Background: an optimization exercise with open tools, aiming at a short achievable clock period and few clock cycles. Do not read the settings as production practice.
In this exercise RTL edits were held to simulation tests only and were not proved equivalent to the original.
Power figures rest on the tool's default switching activity, not on a simulated workload.

$ cat design/flow/config.mk
export PLATFORM = sky130hd
export DESIGN_NAME = cpu
export DESIGN_NICKNAME = cpu
export VERILOG_FILES = /design/flow/design.v
export SDC_FILE = /design/flow/constraint.sdc
export NUM_CORES = 8
export LEC_CHECK = 0
export CAP_MARGIN = 50
export CORE_MARGIN = 2
export CORE_UTILIZATION = 40
export PLACE_DENSITY = 0.45
export SETUP_SLACK_MARGIN = 5
export SLEW_MARGIN = 50
export SYNTH_HIERARCHICAL = 1
export SYNTH_MINIMUM_KEEP_SIZE = 0
$ cat design/flow/constraint.sdc
create_clock -name core_clock -period 10.5 [get_ports {clk}]
set_input_delay 2.1000 -clock core_clock [delete_from_list [all_inputs] [get_ports {clk}]]
set_output_delay 2.1000 -clock core_clock [all_outputs]
set_load 0.01 [all_outputs]
$ cat design/flow/design.v
module cpu (
    input  logic        clk, n_rst,
    input  logic        RESET, IRQ,
    input  logic [31:0] ID,
    input  logic [31:0] MRD,
    output logic [31:0] IA,
    output logic [31:0] MWD,
    output logic [31:0] MA,
    output logic        MWR, MOE
);
assign MOE = 1'b1;
localparam int NB = 8;              
localparam int BW = 19;
logic [31:0] ia_F, pcn_F;
logic [NB-1:0] btb_v;
logic [BW-1:0] btb_tag [NB];
logic [BW-1:0] btb_tgt [NB];
logic [1:0]    btb_cnt [NB];
logic [2:0]    btb_rr;
logic        valid_E;
logic [31:0] a_E, b_E, c_E, pc4_E, ptgt_E;
logic [BW-1:0] pc_E;
logic [15:0] lit_E;
logic        ptk_E;
logic [4:0]  rc_E;
logic        we_E, ld_E, st_E, beq_E, bne_E, jmp_E, ctl_E, ill_E;
logic        r_add_E, r_cmp_E, r_bool_E, r_sh_E, r_link_E;
logic        sub_E;
logic [1:0]  cfn_E;      
logic [1:0]  sfn_E;      
logic [1:0]  bfn_E;      
logic        fa_m_E, fc_m_E;  
logic        we_M, ldf_M;
logic [4:0]  rc_M;
logic [31:0] y_M, ma_M, sd_M;
logic        mwr_M;
logic        bupd_M, btk_M;
logic [BW-1:0] bpc_M;
logic [31:0] btgt_M;
logic        we_W, ldf_W;
logic [4:0]  rc_W;
logic [31:0] y_W;
logic        we_X, ldf_X;
logic [4:0]  rc_X;
logic [31:0] y_X, ld_X;
logic [31:0] rf [31];
logic [30:0] rv;
logic irq_r, reset_r;
logic [NB-1:0] hit_M;
logic [31:0] pc_F;
assign pc_F = ~pcn_F;
assign IA  = ia_F;
assign MA  = ma_M;
assign MWD = sd_M;
assign MWR = mwr_M;
logic [31:0] a, b, sd;
assign a  = a_E;
assign b  = b_E;
assign sd = fc_m_E ? MRD : c_E;
logic [31:0] sum, dif, shl, shr, bres, shres, res, res_e;
logic        eq, lt, cmpb;
add32 ADD (.a(a), .b(b),  .ci(1'b0), .s(sum));
add32 SUB (.a(a), .b(~b), .ci(1'b1), .s(dif));
assign eq  = (a == b);
assign lt  = (a[31] != b[31]) ? a[31] : (a[30:0] < b[30:0]);
always_comb begin
    case (cfn_E)
        2'b00:   cmpb = eq;
        2'b01:   cmpb = lt;
        default: cmpb = lt | eq;
    endcase
end
logic [63:0] shr64;
assign shl   = a << b[4:0];
assign shr64 = {{32{sfn_E[1] & a[31]}}, a} >> b[4:0];
assign shr   = shr64[31:0];
assign shres = (sfn_E == 2'b00) ? shl : shr;
always_comb begin
    case (bfn_E)
        2'b00:   bres = a & b;
        2'b01:   bres = a | b;
        2'b10:   bres = a ^ b;
        default: bres = ~(a ^ b);
    endcase
end
logic irq_sel, irq_take, trap, exec_E;
assign irq_sel  = irq_r & ~pc4_E[31];
assign irq_take = valid_E & irq_sel & ~reset_r;
assign trap     = valid_E & ill_E & ~irq_sel & ~reset_r;
assign exec_E   = valid_E & ~irq_sel & ~reset_r & ~ill_E;
assign res_e = ({32{r_cmp_E  & ~irq_sel}} & {31'b0, cmpb})
             | ({32{r_bool_E & ~irq_sel}} & bres)
             | ({32{r_sh_E   & ~irq_sel}} & shres)
             | ({32{r_link_E |  irq_sel}} & pc4_E);
sel2x32 RES (.d0(sum), .d1(dif), .s0(r_add_E & ~sub_E & ~irq_sel), .s1(r_add_E & sub_E & ~irq_sel),
             .rest(res_e), .y(res));
logic [31:0] off, tsum, tgt, kin;
logic [30:0] kgen;
logic        tgtok;
assign off  = {{14{lit_E[15]}}, lit_E, 2'b00};
assign tsum = pc4_E + off;
assign tgt  = {pc4_E[31], tsum[30:0]};
assign kin  = pc4_E ^ off ^ ptgt_E;
assign kgen = (pc4_E[30:0] & off[30:0]) | (kin[30:0] & (pc4_E[30:0] ^ off[30:0]));
assign tgtok = ptk_E & ~kin[0] & (kin[30:1] == kgen[29:0]) & (ptgt_E[31] == pc4_E[31]);
logic        az, br_tk, jok, mis_z, mis_nz, red_z, red_nz, redirect;
logic [31:0] jtgt, ctgt, ctgt_z, ctgt_nz, rtgt_z, rtgt_nz;
logic zmrd, za;
zero32 ZM (.x(MRD), .z(zmrd));
zero32 ZA (.x(a), .z(za));
assign az     = fa_m_E ? zmrd : za;
assign br_tk  = (beq_E & az) | (bne_E & ~az);
assign jtgt   = {pc4_E[31] & a[31], a[30:0]};
assign jok    = ptk_E & (jtgt == ptgt_E);
assign mis_z  = jmp_E ? ~jok : (ptk_E ? ~(beq_E & tgtok) : beq_E);
assign mis_nz = jmp_E ? ~jok : (ptk_E ? ~(bne_E & tgtok) : bne_E);
assign red_z  = reset_r | irq_take | trap | (exec_E & mis_z);
assign red_nz = reset_r | irq_take | trap | (exec_E & mis_nz);
assign redirect = az ? red_z : red_nz;
assign ctgt_z  = jmp_E ? jtgt : (beq_E ? tgt : pc4_E);
assign ctgt_nz = jmp_E ? jtgt : (bne_E ? tgt : pc4_E);
assign ctgt    = az ? ctgt_z : ctgt_nz;
always_comb begin
    if (reset_r)       begin rtgt_z = 32'h8000_0000; rtgt_nz = 32'h8000_0000; end
    else if (irq_take) begin rtgt_z = 32'h8000_0008; rtgt_nz = 32'h8000_0008; end
    else if (trap)     begin rtgt_z = 32'h8000_0004; rtgt_nz = 32'h8000_0004; end
    else               begin rtgt_z = ctgt_z;        rtgt_nz = ctgt_nz;       end
end
logic [5:0]  op;
logic [4:0]  rc, ra, rb;
logic [31:0] sxt;
logic        is_alu, is_aluc, is_alur, is_ld, is_st, is_jmp, is_beq, is_bne, is_ldr, is_nop;
logic        legal, ctl_d, br_d, use_a, use_b, use_c, use_lit, writes;
logic [4:0]  dst;
logic        we_d;
logic [3:0]  fn;
logic        alu_fn_ok;
assign op  = ID[31:26];
assign rc  = ID[25:21];
assign ra  = ID[20:16];
assign rb  = ID[15:11];
assign sxt = {{16{ID[15]}}, ID[15:0]};
assign fn  = op[3:0];
always_comb begin
    case (fn)
        4'h0, 4'h1, 4'h4, 4'h5, 4'h6, 4'h8, 4'h9, 4'hA, 4'hB, 4'hC, 4'hD, 4'hE: alu_fn_ok = 1'b1;
        default: alu_fn_ok = 1'b0;
    endcase
end
assign is_alu  = op[5] & alu_fn_ok;
assign is_aluc = is_alu & op[4];
assign is_alur = is_alu & ~op[4];
assign is_ld   = (op == 6'h18);
assign is_st   = (op == 6'h19);
assign is_jmp  = (op == 6'h1B);
assign is_beq  = (op == 6'h1C);
assign is_bne  = (op == 6'h1D);
assign is_ldr  = (op == 6'h1F);
assign is_nop  = (op == 6'h00);
assign legal   = is_alu | is_ld | is_st | is_jmp | is_beq | is_bne | is_ldr | is_nop;
assign ctl_d   = is_jmp | is_beq | is_bne;
assign br_d    = is_beq | is_bne;
assign use_a   = is_alu | is_ld | is_st | ctl_d;      
assign use_b   = is_alur;                             
assign use_c   = is_st;                               
assign use_lit = is_aluc | is_ld | is_st;
assign writes  = is_alu | is_ld | is_ldr | ctl_d | ~legal;
assign dst     = legal ? rc : 5'd30;
assign we_d    = writes & (dst != 5'd31);
logic mE_a, mM_a, mW_a, mX_a, mE_b, mM_b, mW_b, mX_b, mE_c, mM_c, mW_c, mX_c;
assign mE_a = valid_E & we_E & (rc_E == ra);
assign mM_a = we_M & (rc_M == ra);
assign mW_a = we_W & (rc_W == ra);
assign mX_a = we_X & (rc_X == ra);
assign mE_b = valid_E & we_E & (rc_E == rb);
assign mM_b = we_M & (rc_M == rb);
assign mW_b = we_W & (rc_W == rb);
assign mX_b = we_X & (rc_X == rb);
assign mE_c = valid_E & we_E & (rc_E == rc);
assign mM_c = we_M & (rc_M == rc);
assign mW_c = we_W & (rc_W == rc);
assign mX_c = we_X & (rc_X == rc);
logic stall;
assign stall = (use_a & ((mE_a & ld_E) | (~br_d & ~mE_a & mM_a & ldf_M)))
             | (use_b & ((mE_b & ld_E) | (~mE_b & mM_b & ldf_M)))
             | (use_c & mE_c & ld_E);
logic [30:0] da, d2;
logic [31:0] rfa, rf2, rfb, rfc;
always_comb begin
    rfa = 32'b0;
    rf2 = 32'b0;
    for (int i = 0; i < 31; i++) begin
        da[i] = (ra == 5'(i)) & rv[i];
        d2[i] = (((rb == 5'(i)) & op[5]) | ((rc == 5'(i)) & ~op[5])) & rv[i];
        rfa = rfa | ({32{da[i]}} & rf[i]);
        rf2 = rf2 | ({32{d2[i]}} & rf[i]);
    end
end
assign rfb = rf2;
assign rfc = rf2;
logic [31:0] wd_X, va, vb, vc, pc4_F;
assign wd_X  = ldf_X ? ld_X : y_X;
assign pc4_F = {pc_F[31], pc_F[30:0] + 31'd4};
logic sE_a, sL_a, sM_a, sW_a, sX_a, sR_a;
logic sE_b, sL_b, sM_b, sW_b, sX_b, sR_b;
logic sE_c, sL_c, sM_c, sW_c, sX_c, sR_c;
assign sE_a = use_a & mE_a;
assign sM_a = use_a & ~mE_a & mM_a;
assign sL_a = use_a & ~mE_a & ~mM_a & mW_a & ldf_W;
assign sW_a = use_a & ~mE_a & ~mM_a & mW_a & ~ldf_W;
assign sX_a = use_a & ~mE_a & ~mM_a & ~mW_a & mX_a;
assign sR_a = use_a & ~mE_a & ~mM_a & ~mW_a & ~mX_a;
assign sE_b = use_b & mE_b;
assign sM_b = use_b & ~mE_b & mM_b;
assign sL_b = use_b & ~mE_b & ~mM_b & mW_b & ldf_W;
assign sW_b = use_b & ~mE_b & ~mM_b & mW_b & ~ldf_W;
assign sX_b = use_b & ~mE_b & ~mM_b & ~mW_b & mX_b;
assign sR_b = use_b & ~mE_b & ~mM_b & ~mW_b & ~mX_b;
assign sE_c = use_c & mE_c;
assign sM_c = use_c & ~mE_c & mM_c;
assign sL_c = use_c & ~mE_c & ~mM_c & mW_c & ldf_W;
assign sW_c = use_c & ~mE_c & ~mM_c & mW_c & ~ldf_W;
assign sX_c = use_c & ~mE_c & ~mM_c & ~mW_c & mX_c;
assign sR_c = use_c & ~mE_c & ~mM_c & ~mW_c & ~mX_c;
logic [31:0] ea_, eb_, ec_;
assign ea_ = ({32{sL_a}} & MRD) | ({32{sM_a}} & y_M) | ({32{sW_a}} & y_W)
           | ({32{sX_a}} & wd_X) | ({32{is_ldr}} & pc4_F);
assign eb_ = ({32{sL_b}} & MRD) | ({32{sM_b}} & y_M) | ({32{sW_b}} & y_W)
           | ({32{sX_b}} & wd_X) | ({32{use_lit}} & sxt) | ({32{is_ldr}} & {sxt[29:0], 2'b00});
assign ec_ = ({32{sL_c}} & MRD) | ({32{sM_c}} & y_M) | ({32{sW_c}} & y_W)
           | ({32{sX_c}} & wd_X);
sel2x32 OPA (.d0(res), .d1(rfa), .s0(sE_a), .s1(sR_a), .rest(ea_), .y(va));
sel2x32 OPB (.d0(res), .d1(rfb), .s0(sE_b), .s1(sR_b), .rest(eb_), .y(vb));
sel2x32 OPC (.d0(res), .d1(rfc), .s0(sE_c), .s1(sR_c), .rest(ec_), .y(vc));
logic [31:0] ptgt_F, seq, nz_n, nnz_n, nz_s, nnz_s, npc;
logic        ptk_F;
logic [NB-1:0] hit_F;
always_comb begin
    ptk_F  = 1'b0;
    ptgt_F = 32'b0;
    for (int i = 0; i < NB; i++) begin
        hit_F[i] = btb_v[i] & (btb_tag[i] == {pc_F[31], pc_F[17:0]}) & btb_cnt[i][1];
        ptk_F  = ptk_F | hit_F[i];
        ptgt_F = ptgt_F | ({32{hit_F[i]}} & {btb_tgt[i][18], pc_F[30:18], btb_tgt[i][17:0]});
    end
end
assign seq   = ptk_F ? ptgt_F : pc4_F;
assign nz_n  = red_z  ? rtgt_z  : seq;
assign nnz_n = red_nz ? rtgt_nz : seq;
assign nz_s  = red_z  ? rtgt_z  : pc_F;
assign nnz_s = red_nz ? rtgt_nz : pc_F;
mux4x32 NPC (.d0(nnz_n), .d1(nz_n), .d2(nnz_s), .d3(nz_s), .s0(az), .s1(stall), .y(npc));
always_ff @(posedge clk, negedge n_rst) begin
    if (~n_rst) begin
        ia_F    <= 32'b0;
        pcn_F   <= 32'hFFFF_FFFF;
        valid_E <= 1'b0;
        we_M    <= 1'b0;
        mwr_M   <= 1'b0;
        bupd_M  <= 1'b0;
        we_W    <= 1'b0;
        we_X    <= 1'b0;
        irq_r   <= 1'b0;
        reset_r <= 1'b0;
        rv      <= 31'b0;
        btb_v   <= '0;
        btb_rr  <= 3'b0;
    end else begin
        ia_F    <= npc;
        pcn_F   <= ~npc;
        valid_E <= ~stall & ~redirect;
        we_M    <= valid_E & ~reset_r & (irq_sel | we_E);
        mwr_M   <= exec_E & st_E;
        bupd_M  <= exec_E & ctl_E;
        we_W    <= we_M;
        we_X    <= we_W;
        irq_r   <= IRQ;
        reset_r <= RESET;
        if (we_X) rv[rc_X] <= 1'b1;
        if (bupd_M & ~(|hit_M) & btk_M) begin
            btb_v[btb_rr] <= 1'b1;
            btb_rr        <= btb_rr + 3'd1;
        end
    end
end
always_comb
    for (int i = 0; i < NB; i++) hit_M[i] = btb_v[i] & (btb_tag[i] == bpc_M);
always_ff @(posedge clk) begin
    for (int i = 0; i < NB; i++) begin
        if (bupd_M & hit_M[i]) begin
            if (btk_M) begin
                btb_tgt[i] <= {btgt_M[31], btgt_M[17:0]};
                if (btb_cnt[i] != 2'b11) btb_cnt[i] <= btb_cnt[i] + 2'd1;
            end else begin
                if (btb_cnt[i] != 2'b00) btb_cnt[i] <= btb_cnt[i] - 2'd1;
            end
        end else if (bupd_M & ~(|hit_M) & btk_M & (btb_rr == 3'(i))) begin
            btb_tag[i] <= bpc_M;
            btb_tgt[i] <= {btgt_M[31], btgt_M[17:0]};
            btb_cnt[i] <= 2'b10;
        end
    end
end
always_ff @(posedge clk) begin
    a_E     <= va;
    b_E     <= vb;
    c_E     <= vc;
    lit_E   <= ID[15:0];
    pc_E    <= {pc_F[31], pc_F[17:0]};
    pc4_E   <= pc4_F;
    ptgt_E  <= ptgt_F;
    ptk_E   <= ptk_F;
    rc_E    <= dst;
    we_E    <= we_d;
    ld_E    <= is_ld | is_ldr;
    st_E    <= is_st;
    beq_E   <= is_beq;
    bne_E   <= is_bne;
    jmp_E   <= is_jmp;
    ctl_E   <= ctl_d;
    ill_E   <= ~legal;
    r_add_E  <= (is_alu & (fn[3:1] == 3'b000)) | is_ld | is_st | is_ldr;
    r_cmp_E  <= is_alu & (fn[3:2] == 2'b01);
    r_bool_E <= is_alu & (fn[3:2] == 2'b10);
    r_sh_E   <= is_alu & (fn[3:2] == 2'b11);
    r_link_E <= ctl_d | ~legal;
    sub_E   <= is_alu & (fn[3:1] == 3'b000) & fn[0];
    cfn_E   <= (fn[1:0] == 2'b00) ? 2'b00 : ((fn[1:0] == 2'b01) ? 2'b01 : 2'b10);
    sfn_E   <= fn[1:0];
    bfn_E   <= fn[1:0];
    fa_m_E  <= use_a & br_d & ~mE_a & mM_a & ldf_M;
    fc_m_E  <= use_c & ~mE_c & mM_c & ldf_M;
    rc_M   <= irq_sel ? 5'd30 : rc_E;
    ldf_M  <= ld_E & ~irq_sel;
    y_M    <= res;
    ma_M   <= sum;
    sd_M   <= sd;
    btk_M  <= br_tk | jmp_E;
    bpc_M  <= pc_E;
    btgt_M <= ctgt;
    rc_W  <= rc_M;
    ldf_W <= ldf_M;
    y_W   <= y_M;
    rc_X  <= rc_W;
    ldf_X <= ldf_W;
    y_X   <= y_W;
    ld_X  <= MRD;
    if (we_X) rf[rc_X] <= wd_X;
end
endmodule
module zero32 (input logic [31:0] x, output logic z);
assign z = ~(|x);
endmodule
module mux4x32 (input logic [31:0] d0, d1, d2, d3, input logic s0, s1, output logic [31:0] y);
assign y = s1 ? (s0 ? d3 : d2) : (s0 ? d1 : d0);
endmodule
module sel2x32 (input logic [31:0] d0, d1, rest, input logic s0, s1, output logic [31:0] y);
assign y = ({32{s0}} & d0) | ({32{s1}} & d1) | rest;
endmodule
module add32 (input logic [31:0] a, b, input logic ci, output logic [31:0] s);
logic [32:0] s33;
assign s33 = {a, ci} + {b, ci};
assign s   = s33[32:1];
endmodule
$ cat design/flow/flow/run.sh
#!/bin/bash
set -euo pipefail
MARGIN=7.5
bash standard.sh synth > log_1_synth.txt 2>&1
bash standard.sh SETUP_SLACK_MARGIN=$MARGIN finish > log_2_layout.txt 2>&1
$ cat design/flow/standard.sh
#!/bin/bash
# synth_recipe.tcl (not shown) runs the flow's synth.tcl, then flattens the netlist and writes it again
# the make line also repeats each setting of config.mk as NAME=value (left out here)
make -C /OpenROAD-flow-scripts/flow DESIGN_CONFIG=/design/flow/config.mk WORK_HOME=/design/flow/orfs CLKGATE_MAP_FILE= SYNTH_SCRIPT=/design/flow/synth_recipe.tcl "${@:-finish}"
==> results list, run 1 <==
- In this run the horizontal extent of the chip is 486 um.
- Clock latency (worst-skew pair): 0.92 ns
* Sequential group share of total power: 0.426
* Least setup slack across all paths after layout: roughly 6.6 ns
- Register bank with the most flops: rf
* Area growth from synthesis to final layout: 32.5%
- Headroom to the max-slew limit: 0.418
- Of the total power, combinational logic draws 0.193.
- Top cells by area, synth: sky130_fd_sc_hd__edfxtp_1 (42%), sky130_fd_sc_hd__dfxtp_1 (10%), sky130_fd_sc_hd__a22oi_1 (3.8%), sky130_fd_sc_hd__xor2_1 (3.7%), sky130_fd_sc_hd__ha_1 (2.7%)
- TritonCTS created 206 clock buffers.
- At the pin with the least slew margin, the transition time is between 0.8 and 0.9 ns.
- Number of max-slew violations in the final report: 0
* Crit-path slowest cell: sky130_fd_sc_hd__or4_4
* Setup slack at placement: about 4.4 ns
- Setup repair after global routing could not meet its margin everywhere.
- Area used by multi-input combinational logic: ~0.043 sq mm
- Buffers placed on the I/O ports in this run total around 160.
- The synthesized design spends more area on one cell type than any other, namely sky130_fd_sc_hd__edfxtp_1.
* Post-route core utilization: 0.532
- Switching pwr: 5.94 mW
- Number of instances in the synthesized netlist: around 7,600
- The critical path goes through buf_8, buf_12, buf_8, nand4_1, o22ai_1, and2_4, buf_12, buf_12, a222oi_1, nand3_1, or4_4, a221o_1.
- The cell that appears most often on the critical path is sky130_fd_sc_hd__buf_12.
- The worst setup path is captured at a register.
* Worst Path Arrival: 4.70 ns
- The floorplan has 177 rows.
- Leading registers by flop count: rf: 992 flops, btb_tag: 152 flops, btb_tgt: 152 flops
- Congestion Overflow GR: 0
- Cell at the root of the clock tree: sky130_fd_sc_hd__clkbuf_16
- Via count: 84,600
- The share of total power dissipated in the clock network is 0.381.
- Share of final-layout standard cells stronger than drive strength 1: 0.327
- For this run, the slowest stage of the critical path takes 0.63 ns.
- The flow ran to the end and the layout has no timing, DRC or antenna violations.
* Cell variety after synth: 102
- Maximum count of clock buffers along a single path: 3
- TritonCTS clock tree: done
- Starting utilization of the core area: 0.401
* Core region area: 0.232 sq mm
- Proportion of netlist area held by the largest area contributor: 0.424
- Count of flip-flops with a built-in enable after synthesis: roughly 1,300
* Leakage: approximately 45 nW
* Flip-flop and latch area: 0.0519 sq mm
- Flip-flop count of the largest register, all copies and words added: 992
- Share of total power consumed by net switching: 0.295
* # H-tree levels: 4
- Post-route clock period utilization: 0.373
- Pin count of the biggest net entering global routing: between 60 and 70
- The layout has a little under 20,000 filler cells.
* Global placement routability congestion: 0.986
- Portion of the post-synthesis area used by sequential elements: 0.555
- Fraction of registers with async set or reset after synthesis: 0.0602
* Remaining antenna violation count after routing: 0
- The worst setup path is of the in -> reg kind.
- Primary flip-flop cell chosen by synthesis mapping: sky130_fd_sc_hd__edfxtp_1
- Max-cap violation count: 0
- The die covers 0.236 sq mm.
* Max Freq: 255 MHz
* Power Density: 164 mW/mm^2
* Max IR drop VDD: 0.159 mV
- Internal power component: ~14 mW
- Via count of the first global-routing pass: 78,100
- Among all cell types in the netlist, the one instantiated most often is sky130_fd_sc_hd__edfxtp_1.
- The number of antenna violations at the first check in global routing is 68.
* Clock sinks: approximately 1,900
* Number of buffers inserted for hold repair after clock tree synthesis: 0
* Final worst clock skew: roughly 0.055 ns
- DRC violation count after routing: 0
- The HPWL after detailed placement is 298,000 um.
* Hold Path Class: reg -> reg
- Final-stage net count: 8,698
* Sum of routed wire length over all layers: 559,000 um
- The hold violation total from the final report is 0.
- Setup violation total in the final timing report: 0
- Each instance of the synthesized netlist takes up on average 12.2 sq um.
- The Yosys step of the flow raised 10 warnings.
- After synthesis the netlist holds a flip-flop and latch count of between 1,500 and 2,000.
* Critical Path Fanout Max: 9
- Detail-routed via count per cell: 7.24
- The first detailed-routing pass ran for 14 iterations.
- Total global-route track usage: 0.455
- Commonest cells in the netlist: sky130_fd_sc_hd__edfxtp_1 (1,312), sky130_fd_sc_hd__a22oi_1 (467), sky130_fd_sc_hd__dfxtp_1 (467)
* Wire per inst: 47.8 um
* Required time reported for the critical path endpoint: approximately 11 ns
- Final critical-path required period: 3.92 ns
* Summed negative setup slack over all endpoints: 0 ns
- First-pass GRT wire length: 724,000 um
- Mapped Area: 0.0930 sq mm
- Clock-pin slew was measured on the worst setup and hold paths at 0.07 ns.
* Chip height: 486 um
- Critical Path Source Type: input port
* Number of top-level pins: 166
- In this run, the number of DRC markers left after iteration 0 of detailed routing was roughly 15,000.
==> timing repair <==
action                     in CTS  in global routing
pin swaps                     340                252
setup endpoints to repair     726                631
setup buffers                 467                137
gates cloned                  115                 16
gates resized for setup      1906                455
==> Yosys stat by module, one instance, submodules excluded <==
module / cell area [sq um] / flops+latches / copies in the design
sel2x32: 389 / 0 / 4
mux4x32: 815 / 0 / 1
add32: 1740 / 0 / 2
cpu: 87000 / 1893 / 1
zero32: 72.6 / 0 / 2
==> metal layers <==
layer | track usage | vias to the layer above | part of all wire
li1 | - | 31800 | -
met1 | 0.534 | 42000 | 0.34
met2 | 0.670 | 8035 | 0.42
met3 | 0.162 | 2734 | 0.13
met4 | 0.370 | 32 | 0.11
met5 | 0 | - | 0.00068
==> layout by cell type, fill, tap and decap left out, drive strengths merged, types with 79 or more instances in the layout <==
cell type and count:
a22o 279, mux2 97, mux4 94, nor2 359, nand4 204, xnor2 208
inv 251, a222oi 109, a221oi 282, nand3 216, xor2 391, a221o 192
nand2 268, nor3 84, edfxtp 1312, o21ai 206, dfxtp 467, buf 1076
clkbuf 295, nor4 91, a22oi 467, mux2i 79, dfrtp 82, ha 203
a21oi 202
==> worst max-delay path: cells and delay by family <==
| kind | cells | cell delay [ns] |
|---|---|---|
| AND/OR/NAND/NOR | 4 | 1.17 |
| buffers and inverters | 5 | 0.71 |
| AO/OA/AOI/OAI | 3 | 0.68 |
==> cell type report <==
| cell class | instances | area share |
|---|---|---|
| antenna | 67 | 0.00136 |
| inverter | 249 | 0.00831 |
| sequential | 1893 | 0.421 |
| timing repair buffer | 1158 | 0.129 |
| clock buffer | 275 | 0.0465 |
| timing repair inverter | 1 | 0.0000711 |
| multi-input combinational | 4887 | 0.353 |
| clock inverter | 115 | 0.0106 |
| tap | 3043 | 0.0309 |
==> worst paths after layout <==
kind / to / slack [ns] / startpoint / depth (start not counted)
max reg2reg: c_E[26] / 6.77 / b_E[0] / 9
max in group asynchronous: ia_F[17] / 8.19 / n_rst / 2
max: c_E[24] / 6.58 / ID[11] / 12
min: bpc_M[11] / 0.33 / pc_E[11] / 0
min reg2reg: bpc_M[11] / 0.33 / pc_E[11] / 0
min in group asynchronous: ia_F[6] / 1.18 / n_rst / 1
==> power groups by stage <==
stage	clock [mW]	sequential, mW	combinational [mW]
final	7.69	8.60	3.89
after global placement	0	8.75	2.63
after global routing	7.98	8.60	3.97
after detailed placement	0	8.74	2.65
after CTS	7.68	8.58	3.40
after floorplan	0	8.57	1.65
==> cell families (layout without fill, tap and decap cells) <==
| group | after synthesis | after routing | synth area share |
|---|---|---|---|
| AOI/OAI and AO/OA | 2201 | 2201 | 0.184 |
| other | 2 | 72 | 0.0000807 |
| adders and majority gates | 234 | 234 | 0.0340 |
| xor gates and xnor gates | 599 | 599 | 0.0565 |
| and+or+nand+nor | 1573 | 1578 | 0.0881 |
| buffers and inverters | 855 | 1798 | 0.0394 |
| muxes | 270 | 270 | 0.0431 |
| DFF | 1893 | 1893 | 0.555 |
==> metrics by stage <==
stage | hold slack (ns) | cells | total power, mW | cell area [sq um]
global placement | 0.313 | 10500 | 11.4 | 99200
CTS | 0.325 | 11500 | 19.7 | 120000
finish | 0.328 | 11700 | 20.2 | 123000
floorplan | 0.310 | 7630 | 10.2 | 95300
detailed placement | 0.313 | 10500 | 11.4 | 100000
global route | 0.333 | 11700 | 20.6 | 123000
Testbench counts, summed over its fixed seeds: cycles 80,568.
==> run 2, diff against run 1 <==
--- a/design/flow/config.mk
+++ b/design/flow/config.mk
@@ -7,3 +7,3 @@
 export LEC_CHECK = 0
-export CAP_MARGIN = 50
+export CAP_MARGIN = 20
 export CORE_MARGIN = 2
@@ -12,3 +12,3 @@
 export SETUP_SLACK_MARGIN = 5
-export SLEW_MARGIN = 50
+export SLEW_MARGIN = 20
 export SYNTH_HIERARCHICAL = 1
==> results list, run 2 <==
- In the final layout, the share of cells above drive strength 1 is 0.315.
* Max IR drop VDD: 0.151 mV
- Antenna violations before repair: 52
* Layout Cell Area excl Fill: 0.122 sq mm
- Pin placement for this block handled 166 I/O pins.
- Of all flip-flops after synthesis, the portion carrying an async set or reset was 0.0602.
- The die is 486 um tall.
- In the final layout, the registers with the most flip-flops are rf: 992 flops, btb_tag: 152 flops, btb_tgt: 152 flops.
- Iteration-0 DRC count of the detailed router: 15,700
- Most frequent standard cell in the layout excluding fill and tap cells: sky130_fd_sc_hd__edfxtp_1
- Clock-pin slew was measured on the worst setup and hold paths at 0.07 ns.
- In this run the remaining antenna-violating nets after routing total 0.
- Most frequent cell after synthesis: sky130_fd_sc_hd__edfxtp_1
* Highest-count cells in the layout ignoring fill and taps: sky130_fd_sc_hd__edfxtp_1 (1,312), sky130_fd_sc_hd__buf_4 (455), sky130_fd_sc_hd__a22oi_1 (430)
- The most used flip-flop cell after synthesis is sky130_fd_sc_hd__edfxtp_1.
* Synth Register Bits: about 1,900
* Required time reported for the critical path endpoint: 11.29 ns
* Critical Path Source Type: input port
- Via count of the first global-routing pass: 77,500
- Area growth from synthesis to final layout: 31.4%
- The routed layout has around 84,000 vias.
* Starting utilization of the core area: 0.401
- Sum of routed wire length over all layers: 552,000 um
- Result of the run: complete, no violations
- For the pin with the worst max-slew slack, the measured transition is 1.22 ns.
* Number of max-slew violations in the final report: 0
* Critical Path Fanout Max: 5
* Kind of critical path: in -> reg
- In this run, synthesis inferred about 1,300 flip-flops with an integrated enable.
- The kind of cell with the highest combined delay along the critical path is buffers and inverters.
- Maximum count of clock buffers along a single path: 3
- The net count of the finished layout is around 8,700.
- Clock latency (worst-skew pair): 0.91 ns
- Summed over all cells, the static leakage comes to 45.1 nW.
- Clock tree synthesis inserted a total of roughly 200 buffers.
- The floorplan has 177 rows.
- Crit-path slowest cell: sky130_fd_sc_hd__or4_4
- Final critical-path required period: 3.92 ns
- Drt first pass iters: 11
- Max Freq: 255 MHz
- Worst Setup End Kind: register
* Cell at the root of the clock tree: sky130_fd_sc_hd__clkbuf_16
- Hold Path Class: reg -> reg
* Setup violation total in the final timing report: 0
- Post-route clock period utilization: 0.374
- Total global-route track usage: 0.447
- The critical path goes through buf_12, buf_16, buf_6, nand2b_4, buf_6, o32ai_4, and2_4, buf_12, buf_16, buf_16, a221o_1, or4_4, a221o_1.
- Worst path bufs/invs: 7
* Proportion of netlist area held by the largest area contributor: 0.424
- The most critical setup path has its startpoint at ID[11].
- First-pass GRT wire length: 714,000 um
- Detail-routed via count per cell: 7.21
- Top cells by area, synth: sky130_fd_sc_hd__edfxtp_1 (42%), sky130_fd_sc_hd__dfxtp_1 (10%), sky130_fd_sc_hd__a22oi_1 (3.8%), sky130_fd_sc_hd__xor2_1 (3.7%), sky130_fd_sc_hd__ha_1 (2.7%)
- In this run the tightest slew margin relative to its limit is 0.181.
- Power Density: 163 mW/mm^2
- Flip-flop count of the largest register, all copies and words added: 992
- Pin count of the biggest net entering global routing: 62
- Number of buffers inserted for hold repair after clock tree synthesis: 0
- Clock sinks: 1,893
- Ranked by flip-flop count, first place goes to rf.
- Post-synthesis average cell area: ~12 sq um
- Worst Path Arrival: 4.71 ns
* Final Hold Fails: 0
* Global placement routability congestion: around 0.99
* Die footprint: 0.236 sq mm
- Number of I/O port buffers: around 160
* Portion of the post-synthesis area used by sequential elements: 0.555
- Detailed placement ended at an HPWL of 294,000 um.
- CTS built an H-tree with a depth of 4.
* Worst hold path startpoint: pc_E[3]
* Wire per inst: 47.4 um
- Total number of yosys warnings: 10
* Summed negative setup slack over all endpoints: 0 ns
- The die is 486 um wide.
* Unrepaired setup endpoints after global routing: true
- The largest total area in the synthesized netlist belongs to sky130_fd_sc_hd__edfxtp_1.
- The commonest cells after synthesis are sky130_fd_sc_hd__edfxtp_1 (1,312), sky130_fd_sc_hd__a22oi_1 (467), sky130_fd_sc_hd__dfxtp_1 (467).
- In this run the standard cell core region covers 0.232 sq mm.
* Max stage delay on crit path: roughly 0.60 ns
- Once placement finished, the instance area stood at 0.0992 sq mm.
- Cell variety after synth: 102
- Number of instances in the synthesized netlist: 7,627
- In this run the critical register-to-register path is launched from beq_E.
- By instance count, the cell type seen most on the critical path is sky130_fd_sc_hd__buf_16.
* DRC violation count after routing: 0
- Max-cap violations in this run came to 0.
* TritonCTS clock tree: done
- The total overflow left after global routing is 0.
* Mapped Area: slightly above 0.09 sq mm
- The clock arrives with 0.0960 ns of skew.
[run 2: cell counts after synthesis]
No cell type changed its count.
[run 2: path summary, 6_finish.rpt]
path	slack [ns]	cells past startpoint	to
setup reg to reg	6.64	7	ia_F[20]
max in group asynchronous	7.77	2	ia_F[17]
min in group asynchronous	1.17	1	btb_v[5]
setup / recovery	6.58	13	c_E[27]
hold / removal	0.32	0	bpc_M[3]
hold reg to reg	0.32	0	bpc_M[3]
[run 2: power by group]
part / internal, mW / total [mW] / leakage (nW) / switching, mW
combinational: 1.51 / 3.79 / 24.1 / 2.29
clock: 4.20 / 7.52 / 3.37 / 3.32
sequential: 8.30 / 8.59 / 17.6 / 0.293
total: 14.0 / 19.9 / 45.1 / 5.90
[run 2: timing repair]
item / in CTS / in global routing
setup buffers: 455 / 170
resized for setup: 1856 / 501
endpoints found under the setup margin: 1068 / 780
pin swaps: 292 / 289
cloned: 102 / 14
[run 2: layout make-up]
| class | instances | area (sq um) |
|---|---|---|
| fill | 19600 | 110000 |
| sequential | 1893 | 51800 |
| multi-input combinational | 4884 | 43000 |
| timing repair buffer | 1143 | 15500 |
| clock buffer | 264 | 5570 |
| tap | 3043 | 3810 |
| clock inverter | 117 | 1330 |
| inverter | 249 | 1040 |
| antenna | 39 | 97.6 |
| timing repair inverter | 1 | 8.76 |
[run 2: per-layer routing]
layer  share of wire  global-route usage
met5         0.00086             0.00429
met2            0.42               0.657
met3            0.13               0.156
met1            0.34               0.526
met4            0.11               0.370
[run 2: cell families after synthesis]
logic type / Yosys count / share of synthesized area
compound gates: 2201 / 0.184
flops: 1893 / 0.555
simple gates: 1573 / 0.0881
buf+inv: 855 / 0.0394
xor+xnor: 599 / 0.0565
mux: 270 / 0.0431
fa+ha+maj: 234 / 0.0340
other cells: 2 / 0.0000807
[run 2: per-stage QoR]
stage                     instances  power, mW  utilization  hold WS [ns]  setup slack, ns
after floorplan                7630       10.2            -         0.310             6.23
after global placement        10500       11.4        0.428         0.313             4.05
after detailed placement      10500       11.4        0.428         0.314             3.99
after CTS                     11400       19.5        0.509         0.311             6.68
after global routing          11600       20.3        0.527         0.314             6.59
final                         11600       19.9        0.527         0.321             6.58
[run 2: Yosys stat by module, one instance, submodules excluded]
| module | area, sq um | cells inside | copies in the design |
|---|---|---|---|
| cpu | 87000 | 6932 | 1 |
| mux4x32 | 815 | 39 | 1 |
| zero32 | 72.6 | 11 | 2 |
| add32 | 1740 | 241 | 2 |
| sel2x32 | 389 | 38 | 4 |
==> run 3, diff against run 2 <==
--- a/design/flow/design.v
+++ b/design/flow/design.v
@@ -31,3 +31,4 @@
 logic [1:0]  bfn_E;      
-logic        fa_m_E, fc_m_E;  
+logic        fa_m_E, fb_m_E, fc_m_E;  
+logic        cm_E;                     
 logic        we_M, ldf_M;
@@ -94,4 +95,19 @@
              | ({32{r_link_E |  irq_sel}} & pc4_E);
+logic [31:0] res_n;
 sel2x32 RES (.d0(sum), .d1(dif), .s0(r_add_E & ~sub_E & ~irq_sel), .s1(r_add_E & sub_E & ~irq_sel),
-             .rest(res_e), .y(res));
+             .rest(res_e), .y(res_n));
+logic [31:0] am, bm;
+logic        eqm, ltm, cmpbm;
+assign am  = fa_m_E ? MRD : a_E;
+assign bm  = fb_m_E ? MRD : b_E;
+assign eqm = (am == bm);
+assign ltm = (am[31] != bm[31]) ? am[31] : (am[30:0] < bm[30:0]);
+always_comb begin
+    case (cfn_E)
+        2'b00:   cmpbm = eqm;
+        2'b01:   cmpbm = ltm;
+        default: cmpbm = ltm | eqm;
+    endcase
+end
+assign res = {res_n[31:1], (cm_E & ~irq_sel) ? cmpbm : res_n[0]};
 logic [31:0] off, tsum, tgt, kin;
@@ -162,2 +178,4 @@
 assign br_d    = is_beq | is_bne;
+logic is_cmp;
+assign is_cmp  = is_alu & (fn[3:2] == 2'b01);
 assign use_a   = is_alu | is_ld | is_st | ctl_d;      
@@ -183,4 +201,4 @@
 logic stall;
-assign stall = (use_a & ((mE_a & ld_E) | (~br_d & ~mE_a & mM_a & ldf_M)))
-             | (use_b & ((mE_b & ld_E) | (~mE_b & mM_b & ldf_M)))
+assign stall = (use_a & ((mE_a & ld_E) | (~br_d & ~is_cmp & ~mE_a & mM_a & ldf_M)))
+             | (use_b & ((mE_b & ld_E) | (~is_cmp & ~mE_b & mM_b & ldf_M)))
              | (use_c & mE_c & ld_E);
@@ -330,3 +348,5 @@
     bfn_E   <= fn[1:0];
-    fa_m_E  <= use_a & br_d & ~mE_a & mM_a & ldf_M;
+    fa_m_E  <= use_a & (br_d | is_cmp) & ~mE_a & mM_a & ldf_M;
+    fb_m_E  <= use_b & is_cmp & ~mE_b & mM_b & ldf_M;
+    cm_E    <= is_cmp & ((use_a & ~mE_a & mM_a & ldf_M) | (use_b & ~mE_b & mM_b & ldf_M));
     fc_m_E  <= use_c & ~mE_c & mM_c & ldf_M;
==> results list, run 3 <==
- Pin count of the biggest net entering global routing: 67
* Setup slack at placement: 4.18 ns
* Share of final-layout standard cells stronger than drive strength 1: 0.333
- Leakage: 46.9 nW
- sky130_fd_sc_hd__edfxtp_1 is the most common cell in the netlist.
- For the pin with the worst max-slew slack, the measured transition is ~1.2 ns.
* Number of top-level pins: about 170
- Between clock sinks in the finished design, the worst skew comes to roughly 0.052 ns.
- Result of the run: complete, no violations
- In this run, post-CTS hold repair placed 0 buffers.
- Of the post-synthesis cell area, the dominant cell type holds 0.418.
- Post-route clock period utilization: 0.386
- Dividing the detail-routed via count by the number of cells gives 7.26.
- # H-tree levels: 4
- From bottom edge to top edge, the die measures 489 um.
- Top cells by area, synth: sky130_fd_sc_hd__edfxtp_1 (42%), sky130_fd_sc_hd__dfxtp_1 (10%), sky130_fd_sc_hd__a22oi_1 (4.6%), sky130_fd_sc_hd__ha_1 (3.1%), sky130_fd_sc_hd__xor2_1 (2.9%)
- Commonest cells in the netlist: sky130_fd_sc_hd__edfxtp_1 (1,312), sky130_fd_sc_hd__a22oi_1 (577), sky130_fd_sc_hd__dfxtp_1 (469)
- The longest clock path from root to sink contains 3 buffers.
- Antenna violations before repair: 74
- TritonCTS clock tree: done
- First-pass GRT wire length: between 700,000 and 800,000 um
- At the worst endpoint, the required time is 11.28 ns.
* Sum of routed wire length over all layers: 588,000 um
* Remaining antenna violation count after routing: 0
- Worst path bufs/invs: 6
* Drt first pass iters: 13
* Most frequent standard cell in the layout excluding fill and tap cells: sky130_fd_sc_hd__edfxtp_1
- Headroom to the max-slew limit came out at 0.176.
- Across every metal layer, demand over resource in global routing totals 0.474.
- The floorplan step set the die width to 489 um.
- Count of fill cells added during filler insertion: 19,900
- Compared with the post-synthesis result, the final layout area differs by 34.6%.
- Post-detail-place hpwl: 309,000 um
- Number of I/O port buffers: 164
- Kind of critical path: in -> reg
- Summing over every cut layer, the via total after detailed routing is 88,600.
- Starting utilization of the core area: 0.402
- Die footprint: between 0.2 and 0.25 sq mm
- The signal on the critical path passes through buf_6, buf_12, buf_6, nand3b_1, buf_4, or2_4, o22ai_4, and2_4, buf_12, buf_16, a22o_1, a221oi_2, nand4_1, or3_4, a221o_1.
- Timing would allow up to roughly 250 MHz.
- Highest-count cells in the layout ignoring fill and taps: sky130_fd_sc_hd__edfxtp_1 (1,312), sky130_fd_sc_hd__buf_4 (602), sky130_fd_sc_hd__a22oi_1 (478)
- Least setup slack across all paths after layout: 6.44 ns
- Summed over all layers, the global routing overflow is 0.
- Leading registers by flop count: rf: 992 flops, btb_tag: 152 flops, btb_tgt: 152 flops
- Summed over all instances, the cell type with the most area after synthesis is sky130_fd_sc_hd__edfxtp_1.
- Unrepaired setup endpoints after global routing: true
- More flip-flops sit in one register than any other, and that register is rf.
- Primary flip-flop cell chosen by synthesis mapping: sky130_fd_sc_hd__edfxtp_1
- The register with the most flip-flops in the layout has 992 of them.
- Mapped Area: 0.0943 sq mm
- Counting the buffers created by CTS gives 206.
- Num rows: about 180
- Clk slew on worst S/H paths: 0.06 ns
* Max-cap violation count: 0
* Critical Path Source Type: input port
* Total number of yosys warnings: 10
- After synthesis the netlist holds a flip-flop and latch count of between 1,500 and 2,000.
- For this design the ratio of total power to cell area is 161 mW/mm^2.
- STA puts the critical path data arrival time at 4.83 ns.
- The hold violation total from the final report was 0.
- Final critical-path required period: 4.06 ns
- Cell class contributing the biggest share of worst-path delay: simple AND/OR/NAND/NOR gates
* Number of max-slew violations in the final report: 0
- Crit-path slowest cell: sky130_fd_sc_hd__or3_4
- Setup violation total in the final timing report: 0
* Summed negative setup slack over all endpoints: 0 ns
* Via count of the first global-routing pass: 80,300
* Critical Path Fanout Max: 8
- The worst setup path is captured at a register.
* Iteration-0 DRC count of the detailed router: about 17,000
- In this run, synthesis inferred 1,312 flip-flops with an integrated enable.
- Routability-driven placement finished with a final weighted congestion of 0.978.
- The min-delay analysis places its worst path in the category reg -> reg.
- After detailed routing, the average wire length per cell comes to 48.2 um.
- Clock sinks: 1,895
* Post-synthesis average cell area: 12.0 sq um
- Clock latency (worst-skew pair): 0.91 ns
- The share of the Yosys chip area taken by registers is 0.548.
- The worst-case IR drop observed on VDD is 0.152 mV.
* Core region area: 0.235 sq mm
- The number of different library cells used by synthesis comes to 96.
* Number of instances in the synthesized netlist: around 7,900
- Final-stage net count: 9,137
- Cell at the root of the clock tree: sky130_fd_sc_hd__clkbuf_16
* Fraction of registers with async set or reset after synthesis: 0.0602
* DRC violation count after routing: 0
- On the worst path, the slowest cell contributes a delay of 0.42 ns.
-- run 3: timing repair --
| action | CTS | global route |
|---|---|---|
| setup buffers | 593 | 198 |
| pin swaps | 428 | 288 |
| cloned | 119 | 15 |
| resized for setup | 2180 | 366 |
| endpoints found under the setup margin | 1156 | 777 |
-- run 3: path summary, 6_finish.rpt --
check                          start        to  slack, ns  cells after the start
setup / recovery              ID[31]    b_E[3]       6.44                     15
hold / removal               pc_E[6]  bpc_M[6]       0.32                      0
setup reg to reg           lit_E[14]  ia_F[23]       6.69                     10
hold reg to reg              pc_E[6]  bpc_M[6]       0.32                      0
max in group asynchronous      n_rst  ia_F[21]       7.86                      2
min in group asynchronous      n_rst  btb_v[0]       1.15                      1
-- run 3: per-stage QoR --
| stage | util | hold WS [ns] | cells | power [mW] | cell area, sq um |
|---|---|---|---|---|---|
| floorplan | - | 0.310 | 7887 | 10.3 | 97100 |
| global placement | 0.430 | 0.310 | 10800 | 11.5 | 101000 |
| detailed placement | 0.430 | 0.312 | 10800 | 11.5 | 101000 |
| CTS | 0.524 | 0.325 | 11900 | 20.1 | 123000 |
| global route | 0.540 | 0.328 | 12200 | 20.8 | 127000 |
| finish | 0.540 | 0.324 | 12200 | 20.5 | 127000 |
-- run 3: worst reg2reg max path: stages, from the launching register on --
cell	delay [ns]
sky130_fd_sc_hd__dfxtp_1	0.46
sky130_fd_sc_hd__ha_1	0.51
sky130_fd_sc_hd__nand4_1	0.26
sky130_fd_sc_hd__nor4_4	0.45
sky130_fd_sc_hd__a211oi_1	0.14
sky130_fd_sc_hd__a21oi_1	0.39
sky130_fd_sc_hd__nor4b_1	0.11
sky130_fd_sc_hd__a211oi_1	0.42
sky130_fd_sc_hd__a2111o_1	0.33
sky130_fd_sc_hd__o21ai_0	0.13
sky130_fd_sc_hd__mux4_2	0.50
-- run 3: per-layer routing --
metal  vias up  track usage  part of all wire
met3      2814        0.203              0.14
met5         -       0.0117            0.0017
li1      33000            -                 -
met2      8503        0.679              0.41
met1     44200        0.557              0.34
met4        50        0.366             0.099
-- run 3: kinds of logic (layout without fill, tap and decap cells) --
kind of cell / Yosys count / in the layout / share of synthesized area
AO/OA/AOI/OAI: 2247 / 2247 / 0.183
XOR/XNOR: 601 / 601 / 0.0558
adder cells (fa/ha/maj): 265 / 265 / 0.0376
buffers and inverters: 868 / 1963 / 0.0383
flip-flops: 1895 / 1895 / 0.548
multiplexers: 293 / 293 / 0.0449
other: 2 / 74 / 0.0000797
AND/OR/NAND/NOR: 1713 / 1715 / 0.0919
-- run 3: layout make-up --
class / count / area [sq um] / area share
well taps: 3150 / 3940 / 0.0311
clock inverters: 118 / 1470 / 0.0116
repair buffers: 1328 / 17500 / 0.138
inverters: 247 / 1070 / 0.00847
diodes: 69 / 173 / 0.00136
multi-input cells: 5126 / 45000 / 0.355
flip-flops and latches: 1895 / 52000 / 0.410
clock buffers: 270 / 5650 / 0.0445
-- run 3: report_power, final --
group	switching [mW]	internal, mW	total (mW)
Combinational	2.45	1.65	4.11
Clock	3.31	4.47	7.78
Sequential	0.284	8.30	8.58
-- run 3: Yosys stat by module, one instance, submodules excluded --
module | cells inside | cell area, sq um | flops+latches | copies in the design
add32 | 253 | 1780 | 0 | 2
sel2x32 | 38 | 389 | 0 | 4
zero32 | 11 | 72.6 | 0 | 2
cpu | 7165 | 88200 | 1895 | 1
mux4x32 | 39 | 815 | 0 | 1
Testbench counts of run 3, summed over its fixed seeds: cycles 78,291.
==> run 4, diff against run 3 <==
--- a/design/flow/design.v
+++ b/design/flow/design.v
@@ -12,3 +12,3 @@
 localparam int NB = 8;              
-localparam int BW = 19;
+localparam int BW = 32;
 logic [31:0] ia_F, pcn_F;
@@ -50,4 +50,15 @@
 logic [NB-1:0] hit_M;
+localparam int NP = 4;
+logic [NP-1:0] pt_v;
+logic [10:0]   pt_tag [NP];
+logic [31:0]   pt_last [NP];
+logic [31:0]   pt_pred [NP];
+logic [1:0]    pt_cnf [NP];
+logic [1:0]    pt_rr;
+logic          early_E, ldo_E, early_M, pupd_M;
+logic [31:0]   pa_M;               
+logic [10:0]   ppc_M;
 logic [31:0] pc_F;
 assign pc_F = ~pcn_F;
+logic [31:0] pcb_F;
 assign IA  = ia_F;
@@ -56,2 +67,6 @@
 assign MWR = mwr_M;
+logic eok, lflM, vE;
+assign eok  = early_M & (pa_M == y_M);
+assign lflM = early_M & ~eok;
+assign vE   = valid_E & ~lflM;
 logic [31:0] a, b, sd;
@@ -59,2 +74,4 @@
 assign b  = b_E;
+logic [31:0] wd_X;
+assign wd_X  = ldf_X ? ld_X : y_X;
 assign sd = fc_m_E ? MRD : c_E;
@@ -88,5 +105,5 @@
 assign irq_sel  = irq_r & ~pc4_E[31];
-assign irq_take = valid_E & irq_sel & ~reset_r;
-assign trap     = valid_E & ill_E & ~irq_sel & ~reset_r;
-assign exec_E   = valid_E & ~irq_sel & ~reset_r & ~ill_E;
+assign irq_take = vE & irq_sel & ~reset_r;
+assign trap     = vE & ill_E & ~irq_sel & ~reset_r;
+assign exec_E   = vE & ~irq_sel & ~reset_r & ~ill_E;
 assign res_e = ({32{r_cmp_E  & ~irq_sel}} & {31'b0, cmpb})
@@ -112,5 +129,3 @@
 assign res = {res_n[31:1], (cm_E & ~irq_sel) ? cmpbm : res_n[0]};
-logic [31:0] off, tsum, tgt, kin;
-logic [30:0] kgen;
-logic        tgtok;
+logic [31:0] off, tsum, tgt;
 assign off  = {{14{lit_E[15]}}, lit_E, 2'b00};
@@ -118,5 +133,2 @@
 assign tgt  = {pc4_E[31], tsum[30:0]};
-assign kin  = pc4_E ^ off ^ ptgt_E;
-assign kgen = (pc4_E[30:0] & off[30:0]) | (kin[30:0] & (pc4_E[30:0] ^ off[30:0]));
-assign tgtok = ptk_E & ~kin[0] & (kin[30:1] == kgen[29:0]) & (ptgt_E[31] == pc4_E[31]);
 logic        az, br_tk, jok, mis_z, mis_nz, red_z, red_nz, redirect;
@@ -130,6 +142,6 @@
 assign jok    = ptk_E & (jtgt == ptgt_E);
-assign mis_z  = jmp_E ? ~jok : (ptk_E ? ~(beq_E & tgtok) : beq_E);
-assign mis_nz = jmp_E ? ~jok : (ptk_E ? ~(bne_E & tgtok) : bne_E);
-assign red_z  = reset_r | irq_take | trap | (exec_E & mis_z);
-assign red_nz = reset_r | irq_take | trap | (exec_E & mis_nz);
+assign mis_z  = jmp_E ? ~jok : (ptk_E ? ~beq_E : beq_E);
+assign mis_nz = jmp_E ? ~jok : (ptk_E ? ~bne_E : bne_E);
+assign red_z  = reset_r | lflM | irq_take | trap | (exec_E & mis_z);
+assign red_nz = reset_r | lflM | irq_take | trap | (exec_E & mis_nz);
 assign redirect = az ? red_z : red_nz;
@@ -142,2 +154,3 @@
     else if (trap)     begin rtgt_z = 32'h8000_0004; rtgt_nz = 32'h8000_0004; end
+    else if (lflM)     begin rtgt_z = bpc_M;         rtgt_nz = bpc_M;         end
     else               begin rtgt_z = ctgt_z;        rtgt_nz = ctgt_nz;       end
@@ -178,4 +191,6 @@
 assign br_d    = is_beq | is_bne;
-logic is_cmp;
+logic is_cmp, mrd_a, mrd_b;
 assign is_cmp  = is_alu & (fn[3:2] == 2'b01);
+assign mrd_a   = br_d | is_cmp;
+assign mrd_b   = is_cmp;
 assign use_a   = is_alu | is_ld | is_st | ctl_d;      
@@ -201,5 +216,5 @@
 logic stall;
-assign stall = (use_a & ((mE_a & ld_E) | (~br_d & ~is_cmp & ~mE_a & mM_a & ldf_M)))
-             | (use_b & ((mE_b & ld_E) | (~is_cmp & ~mE_b & mM_b & ldf_M)))
-             | (use_c & mE_c & ld_E);
+assign stall = (use_a & ((mE_a & ld_E & ~(mrd_a & early_E)) | (~mrd_a & ~mE_a & mM_a & ldf_M & ~eok)))
+             | (use_b & ((mE_b & ld_E & ~(mrd_b & early_E)) | (~mrd_b & ~mE_b & mM_b & ldf_M & ~eok)))
+             | (use_c & mE_c & ld_E & ~early_E);
 logic [30:0] da, d2;
@@ -218,4 +233,3 @@
 assign rfc = rf2;
-logic [31:0] wd_X, va, vb, vc, pc4_F;
-assign wd_X  = ldf_X ? ld_X : y_X;
+logic [31:0] va, vb, vc, pc4_F;
 assign pc4_F = {pc_F[31], pc_F[30:0] + 31'd4};
@@ -225,4 +239,4 @@
 assign sE_a = use_a & mE_a;
-assign sM_a = use_a & ~mE_a & mM_a;
-assign sL_a = use_a & ~mE_a & ~mM_a & mW_a & ldf_W;
+assign sM_a = use_a & ~mE_a & mM_a & ~ldf_M;
+assign sL_a = use_a & ~mE_a & ((mM_a & ldf_M & eok) | (~mM_a & mW_a & ldf_W));
 assign sW_a = use_a & ~mE_a & ~mM_a & mW_a & ~ldf_W;
@@ -231,4 +245,4 @@
 assign sE_b = use_b & mE_b;
-assign sM_b = use_b & ~mE_b & mM_b;
-assign sL_b = use_b & ~mE_b & ~mM_b & mW_b & ldf_W;
+assign sM_b = use_b & ~mE_b & mM_b & ~ldf_M;
+assign sL_b = use_b & ~mE_b & ((mM_b & ldf_M & eok) | (~mM_b & mW_b & ldf_W));
 assign sW_b = use_b & ~mE_b & ~mM_b & mW_b & ~ldf_W;
@@ -237,4 +251,4 @@
 assign sE_c = use_c & mE_c;
-assign sM_c = use_c & ~mE_c & mM_c;
-assign sL_c = use_c & ~mE_c & ~mM_c & mW_c & ldf_W;
+assign sM_c = use_c & ~mE_c & mM_c & ~ldf_M;
+assign sL_c = use_c & ~mE_c & ((mM_c & ldf_M & eok) | (~mM_c & mW_c & ldf_W));
 assign sW_c = use_c & ~mE_c & ~mM_c & mW_c & ~ldf_W;
@@ -259,5 +273,5 @@
     for (int i = 0; i < NB; i++) begin
-        hit_F[i] = btb_v[i] & (btb_tag[i] == {pc_F[31], pc_F[17:0]}) & btb_cnt[i][1];
+        hit_F[i] = btb_v[i] & (btb_tag[i] == pcb_F) & btb_cnt[i][1];
         ptk_F  = ptk_F | hit_F[i];
-        ptgt_F = ptgt_F | ({32{hit_F[i]}} & {btb_tgt[i][18], pc_F[30:18], btb_tgt[i][17:0]});
+        ptgt_F = ptgt_F | ({32{hit_F[i]}} & btb_tgt[i]);
     end
@@ -270,2 +284,38 @@
 mux4x32 NPC (.d0(nnz_n), .d1(nz_n), .d2(nnz_s), .d3(nz_s), .s0(az), .s1(stall), .y(npc));
+logic [NP-1:0] phit_F;
+logic [31:0]   ppred_F;
+logic          pcnf_F, memE, early_d;
+always_comb begin
+    pcnf_F  = 1'b0;
+    ppred_F = 32'b0;
+    for (int i = 0; i < NP; i++) begin
+        phit_F[i] = pt_v[i] & (pt_tag[i] == {pc_F[31], pc_F[11:2]});
+        pcnf_F  = pcnf_F | (phit_F[i] & pt_cnf[i][1]);
+        ppred_F = ppred_F | ({32{phit_F[i]}} & pt_pred[i]);
+    end
+end
+assign memE    = valid_E & (st_E | (ld_E & ~early_E));
+assign early_d = is_ld & pcnf_F & ~memE;
+logic [NP-1:0] phit_M;
+logic [31:0]   ppred_n [NP];
+always_comb
+    for (int i = 0; i < NP; i++) begin
+        phit_M[i]  = pt_v[i] & (pt_tag[i] == ppc_M);
+        ppred_n[i] = {y_M[30:0], 1'b0} - pt_last[i];
+    end
+always_ff @(posedge clk) begin
+    for (int i = 0; i < NP; i++) begin
+        if (pupd_M & phit_M[i]) begin
+            pt_cnf[i]  <= (y_M != pt_pred[i]) ? 2'b00 :
+                          ((pt_cnf[i] == 2'b11) ? 2'b11 : pt_cnf[i] + 2'd1);
+            pt_last[i] <= y_M;
+            pt_pred[i] <= ppred_n[i];
+        end else if (pupd_M & ~(|phit_M) & (pt_rr == 2'(i))) begin
+            pt_tag[i]  <= ppc_M;
+            pt_cnf[i]  <= 2'b00;
+            pt_last[i] <= y_M;
+            pt_pred[i] <= y_M;
+        end
+    end
+end
 always_ff @(posedge clk, negedge n_rst) begin
@@ -274,2 +324,3 @@
         pcn_F   <= 32'hFFFF_FFFF;
+        pcb_F   <= 32'hFFFF_FFFF;
         valid_E <= 1'b0;
@@ -278,2 +329,6 @@
         bupd_M  <= 1'b0;
+        pupd_M  <= 1'b0;
+        early_M <= 1'b0;
+        pt_v    <= '0;
+        pt_rr   <= 2'b0;
         we_W    <= 1'b0;
@@ -288,7 +343,14 @@
         pcn_F   <= ~npc;
+        pcb_F   <= npc;
         valid_E <= ~stall & ~redirect;
-        we_M    <= valid_E & ~reset_r & (irq_sel | we_E);
+        we_M    <= vE & ~reset_r & (irq_sel | we_E);
+        pupd_M  <= vE & ~reset_r & ~irq_sel & ldo_E;
+        early_M <= vE & ~reset_r & ~irq_sel & early_E;
+        if (pupd_M & ~(|phit_M)) begin
+            pt_v[pt_rr] <= 1'b1;
+            pt_rr       <= pt_rr + 2'd1;
+        end
         mwr_M   <= exec_E & st_E;
         bupd_M  <= exec_E & ctl_E;
-        we_W    <= we_M;
+        we_W    <= we_M & ~lflM;
         we_X    <= we_W;
@@ -309,3 +371,3 @@
             if (btk_M) begin
-                btb_tgt[i] <= {btgt_M[31], btgt_M[17:0]};
+                btb_tgt[i] <= btgt_M;
                 if (btb_cnt[i] != 2'b11) btb_cnt[i] <= btb_cnt[i] + 2'd1;
@@ -316,3 +378,3 @@
             btb_tag[i] <= bpc_M;
-            btb_tgt[i] <= {btgt_M[31], btgt_M[17:0]};
+            btb_tgt[i] <= btgt_M;
             btb_cnt[i] <= 2'b10;
@@ -326,3 +388,3 @@
     lit_E   <= ID[15:0];
-    pc_E    <= {pc_F[31], pc_F[17:0]};
+    pc_E    <= pc_F;
     pc4_E   <= pc4_F;
@@ -333,2 +395,4 @@
     ld_E    <= is_ld | is_ldr;
+    ldo_E   <= is_ld;
+    early_E <= early_d;
     st_E    <= is_st;
@@ -348,6 +412,7 @@
     bfn_E   <= fn[1:0];
-    fa_m_E  <= use_a & (br_d | is_cmp) & ~mE_a & mM_a & ldf_M;
-    fb_m_E  <= use_b & is_cmp & ~mE_b & mM_b & ldf_M;
-    cm_E    <= is_cmp & ((use_a & ~mE_a & mM_a & ldf_M) | (use_b & ~mE_b & mM_b & ldf_M));
-    fc_m_E  <= use_c & ~mE_c & mM_c & ldf_M;
+    fa_m_E  <= use_a & mrd_a & ((mE_a & ld_E & early_E) | (~mE_a & mM_a & ldf_M & ~eok));
+    fb_m_E  <= use_b & mrd_b & ((mE_b & ld_E & early_E) | (~mE_b & mM_b & ldf_M & ~eok));
+    fc_m_E  <= use_c & ((mE_c & ld_E & early_E) | (~mE_c & mM_c & ldf_M & ~eok));
+    cm_E    <= is_cmp & ((use_a & ((mE_a & ld_E & early_E) | (~mE_a & mM_a & ldf_M & ~eok)))
+                       | (use_b & ((mE_b & ld_E & early_E) | (~mE_b & mM_b & ldf_M & ~eok))));
     rc_M   <= irq_sel ? 5'd30 : rc_E;
@@ -355,3 +420,5 @@
     y_M    <= res;
-    ma_M   <= sum;
+    ma_M   <= early_d ? ppred_F : sum;
+    ppc_M  <= {pc_E[31], pc_E[11:2]};
+    pa_M   <= ma_M;
     sd_M   <= sd;
@@ -361,4 +428,4 @@
     rc_W  <= rc_M;
-    ldf_W <= ldf_M;
-    y_W   <= y_M;
+    ldf_W <= ldf_M & ~eok;               
+    y_W   <= eok ? MRD : y_M;
     rc_X  <= rc_W;
==> design/flow/flow/run.sh (replaced) <==
#!/bin/bash
set -euo pipefail
MARGIN=7.5
bash standard.sh synth > log_1_synth.txt 2>&1
bash standard.sh SETUP_SLACK_MARGIN=$MARGIN POST_GLOBAL_ROUTE_TCL=$PWD/flow/post_grt.tcl finish > log_2_layout.txt 2>&1
==> design/flow/flow/post_grt.tcl (new file) <==
# Extra setup repair after global routing, with global-route parasitics, stepping the margin
# up so that paths short of each target are worked on, not only the worst one.
foreach m {6.4 6.6 6.8 7.0} {
  estimate_parasitics -global_routing
  repair_timing -setup -setup_margin $m -repair_tns 100 -verbose
  global_route -start_incremental
  detailed_placement
  global_route -end_incremental
}
estimate_parasitics -global_routing
report_worst_slack
write_guides $::env(RESULTS_DIR)/route.guide
==> results list, run 4 <==
- Result of the run: complete, no violations
- Crit-path slowest cell: sky130_fd_sc_hd__or4_4
- Total number of yosys warnings: 15
* Kind of critical path: in -> reg
- Once the clock tree was built, the setup fixing pass inserted 827 buffers.
- TritonCTS created 294 clock buffers.
* Critical Path Source Type: input port
- Max IR drop VDD: 0.130 mV
- Entering global routing, the biggest net connects 95 pins.
- Proportion of netlist area held by the largest area contributor: 0.430
- Synth Register Bits: 2,524
- Headroom to the max-slew limit came out at 0.0916.
- At the pin with the least slew margin, the transition time is around 1.4 ns.
- Summed negative setup slack over all endpoints: 0 ns
- Worst Setup End Kind: register
* Core region area: 0.318 sq mm
- Required time reported for the critical path endpoint: 11.32 ns
- Max-cap violation count: 0
* Remaining antenna violation count after routing: 0
- The register with the most flip-flops in the layout has 992 of them.
- The number of global-route vias before repair was 108,000.
* Final-stage net count: around 13,000
- Cell at the root of the clock tree: sky130_fd_sc_hd__clkbuf_16
- Clock latency (worst-skew pair): 1.02 ns
- Leaving out fill and tap cells, the most frequent cell in the layout is sky130_fd_sc_hd__edfxtp_1.
* Num rows: 207
* Post-detail-place hpwl: 423,000 um
* DRC violation count after routing: 0
- In the final layout, the multi-input gates occupy just over 0.06 sq mm.
- Maximum count of clock buffers along a single path: 4
- In the final layout, the share of cells above drive strength 1 is 0.338.
- Setup violations remaining at the end of the flow were counted as 0.
* Starting utilization of the core area: 0.401
- Commonest cells in the netlist: sky130_fd_sc_hd__edfxtp_1 (1,828), sky130_fd_sc_hd__a22oi_1 (686), sky130_fd_sc_hd__nand2_1 (639)
* Hold Path Class: reg -> reg
- Data arrives at the worst endpoint at about 4.8 ns.
* Library cell with the largest summed area after synthesis: sky130_fd_sc_hd__edfxtp_1
- The detailed router finished its first iteration with 21,300 violations.
- 166 I/O pins were placed.
- Chip height: 569 um
- In the final routed layout, each cell accounts on average for 45.9 um.
* Most Frequent Cell on Critical Path: sky130_fd_sc_hd__buf_16
- Final critical-path required period: 4.00 ns
* Leakage: 66.1 nW
- The first global-routing pass estimated 991,000 um of wire.
* Area growth from synthesis to final layout: 37.0%
* Most frequent cell after synthesis: sky130_fd_sc_hd__edfxtp_1
- Count of flip-flops with a built-in enable after synthesis: 1,828
* Top cells by area, synth: sky130_fd_sc_hd__edfxtp_1 (43%), sky130_fd_sc_hd__dfxtp_1 (8.5%), sky130_fd_sc_hd__xnor2_1 (4.2%), sky130_fd_sc_hd__a22oi_1 (4.0%), sky130_fd_sc_hd__ha_1 (3.5%)
- Fraction of registers with async set or reset after synthesis: 0.0610
- Post-CTS repair changed the size of 2,849 cells.
- The hold violation total from the final report is 0.
- The most used flip-flop cell after synthesis is sky130_fd_sc_hd__edfxtp_1.
- The die is around 570 um wide.
* Post-route clock period utilization: 0.381
* Count of fill cells added during filler insertion: 26,400
* Number of max-slew violations in the final report: 0
- Die footprint: 0.323 sq mm
* Flop-to-flop setup slack: around 6.6 ns
- The synthesized netlist contains 111 unique library cells.
* Worst path bufs/invs: 4
- Register bank with the most flops: rf
* Post-synthesis average cell area: 11.7 sq um
* Clock sinks: 2,524
* Flip-flop and latch area: 0.0702 sq mm
* Detail-routed via count per cell: 6.98
- After clock tree synthesis, the flow added hold-fix buffers numbering 0.
- In the final layout, the registers with the most flip-flops are rf: 992 flops, btb_tag: 256 flops, btb_tgt: 256 flops.
* Portion of the post-synthesis area used by sequential elements: 0.546
- Clock-pin slew was measured on the worst setup and hold paths at 0.07 ns.
* # H-tree levels: 5
- Highest-count cells in the layout ignoring fill and taps: sky130_fd_sc_hd__edfxtp_1 (1,828), sky130_fd_sc_hd__buf_4 (912), sky130_fd_sc_hd__nand2_1 (576)
- Number of I/O port buffers: 164
- On the worst path, the slowest cell contributes a delay of 0.68 ns.
* Number of instances in the synthesized netlist: about 11,000
* Cell class contributing the biggest share of worst-path delay: simple AND/OR/NAND/NOR gates
- The routed layout has approximately 120k vias.
* Total global-route track usage: 0.453
* Drt first pass iters: 13
- Post-route core utilization: 0.550
- Sum of routed wire length over all layers: 776,000 um
* TritonCTS clock tree: done
- Max Freq: between 200 and 300 MHz
- In this run the worst path has a maximum fanout of 5.
- Global placement routability congestion: 1.04
- Mapped Area: 0.128 sq mm
- The number of antenna violations at the first check in global routing came to between 80 and 90.
* Final worst clock skew: 0.114 ns
* Crit path cell chain: buf_12, buf_16, nand4_1, o22ai_2, and2_4, buf_16, buf_6, a22oi_1, nand3_1, or4_4, a221o_1
- Congestion Overflow GR: 0
- Power Density: 177 mW/mm^2
## run 4: cell types whose count changed after synthesis, sizes merged, moves of 70 or more
cell and change:
edfxtp +516, xnor2 +320, nand2 +279, o21ai +216, xor2 +183, inv +167
a21oi +126, ha +123, a22oi +109, nand3 +106, clkbuf +92, dfxtp +73
nand4 +72, nor2 +70
## run 4: worst register-to-register path, stage by stage (launching register included)
cell	delay (ns)
sky130_fd_sc_hd__dfstp_4	0.80
sky130_fd_sc_hd__buf_4	0.22
sky130_fd_sc_hd__xor2_1	0.20
sky130_fd_sc_hd__nor4_2	0.09
sky130_fd_sc_hd__nand4_1	0.14
sky130_fd_sc_hd__nor3_4	0.07
sky130_fd_sc_hd__buf_12	0.16
sky130_fd_sc_hd__a22o_1	0.48
sky130_fd_sc_hd__a221oi_1	0.35
sky130_fd_sc_hd__nand3_4	0.26
sky130_fd_sc_hd__a21o_1	0.27
sky130_fd_sc_hd__a22o_1	0.19
sky130_fd_sc_hd__mux4_2	0.49
## run 4: logic make-up (layout without fill, tap and decap cells)
group                    Yosys count  in the layout  share of synthesized area
AO/OA/AOI/OAI                   2966           2966                      0.173
XOR/XNOR                        1104           1104                     0.0758
adder cells (fa/ha/maj)          364            364                     0.0361
buffers and inverters           1182           2894                     0.0382
flip-flops                      2524           2524                      0.546
multiplexers                     327            330                     0.0346
other                              2             86                  0.0000589
AND/OR/NAND/NOR                 2430           2442                     0.0958
## run 4: final timing paths
kind	start	to	cells after the start
max in group asynchronous	n_rst	ia_F[3]	2
worst max register to register	pcb_F[30]	ia_F[7]	12
worst max-delay path	ID[14]	c_E[29]	11
worst min-delay path	pc_E[12]	bpc_M[12]	0
worst min register to register	pc_E[12]	bpc_M[12]	0
min in group asynchronous	n_rst	rv[14]	1
## run 4: where the power goes
part           internal, mW  switching, mW
combinational          3.32           4.84
sequential             11.5          0.757
clock                  6.02           4.56
total                  20.8           10.2
## run 4: modules after synthesis (local to each module, per instance)
module	cells inside	flops+latches
sel2x32	38	0
zero32	11	0
cpu	10200	2524
add32	241	0
mux4x32	39	0
## run 4: cell type report
cell class              instances  area share
repair buffers               1931       0.145
repair inverters               11    0.000759
clock inverters               158     0.00925
multi-input cells            7211       0.356
well taps                    4180      0.0299
flip-flops and latches       2524       0.402
diodes                         81     0.00116
inverters                     415     0.00990
clock buffers                 379      0.0462
## run 4: stage by stage
step	setup slack, ns	power [mW]	cell area (sq um)	instances	hold slack [ns]
after floorplan	6.18	15.3	130000	10900	0.310
after global placement	4.29	17.8	135000	14800	0.310
after detailed placement	4.24	17.8	136000	14800	0.312
after CTS	6.69	29.9	166000	16300	0.311
final	6.50	31.0	175000	16900	0.312
## run 4: layer usage
metal,wire length (um),GRT usage
met1,266000,0.529
met2,322000,0.661
met3,96500,0.158
met4,90000,0.393
met5,542,0.00684
Testbench counts of run 4, summed over its fixed seeds: cycles 76,525.

Re-timed with assumed drivers on the ports (clkbuf_16 on the clock, buf_2 on other inputs), run 4 has 6.545 ns of setup slack against 6.504 ns with ideal ports, and 5.466 ns once port delays also move by the mid clock arrival of 1.079 ns.
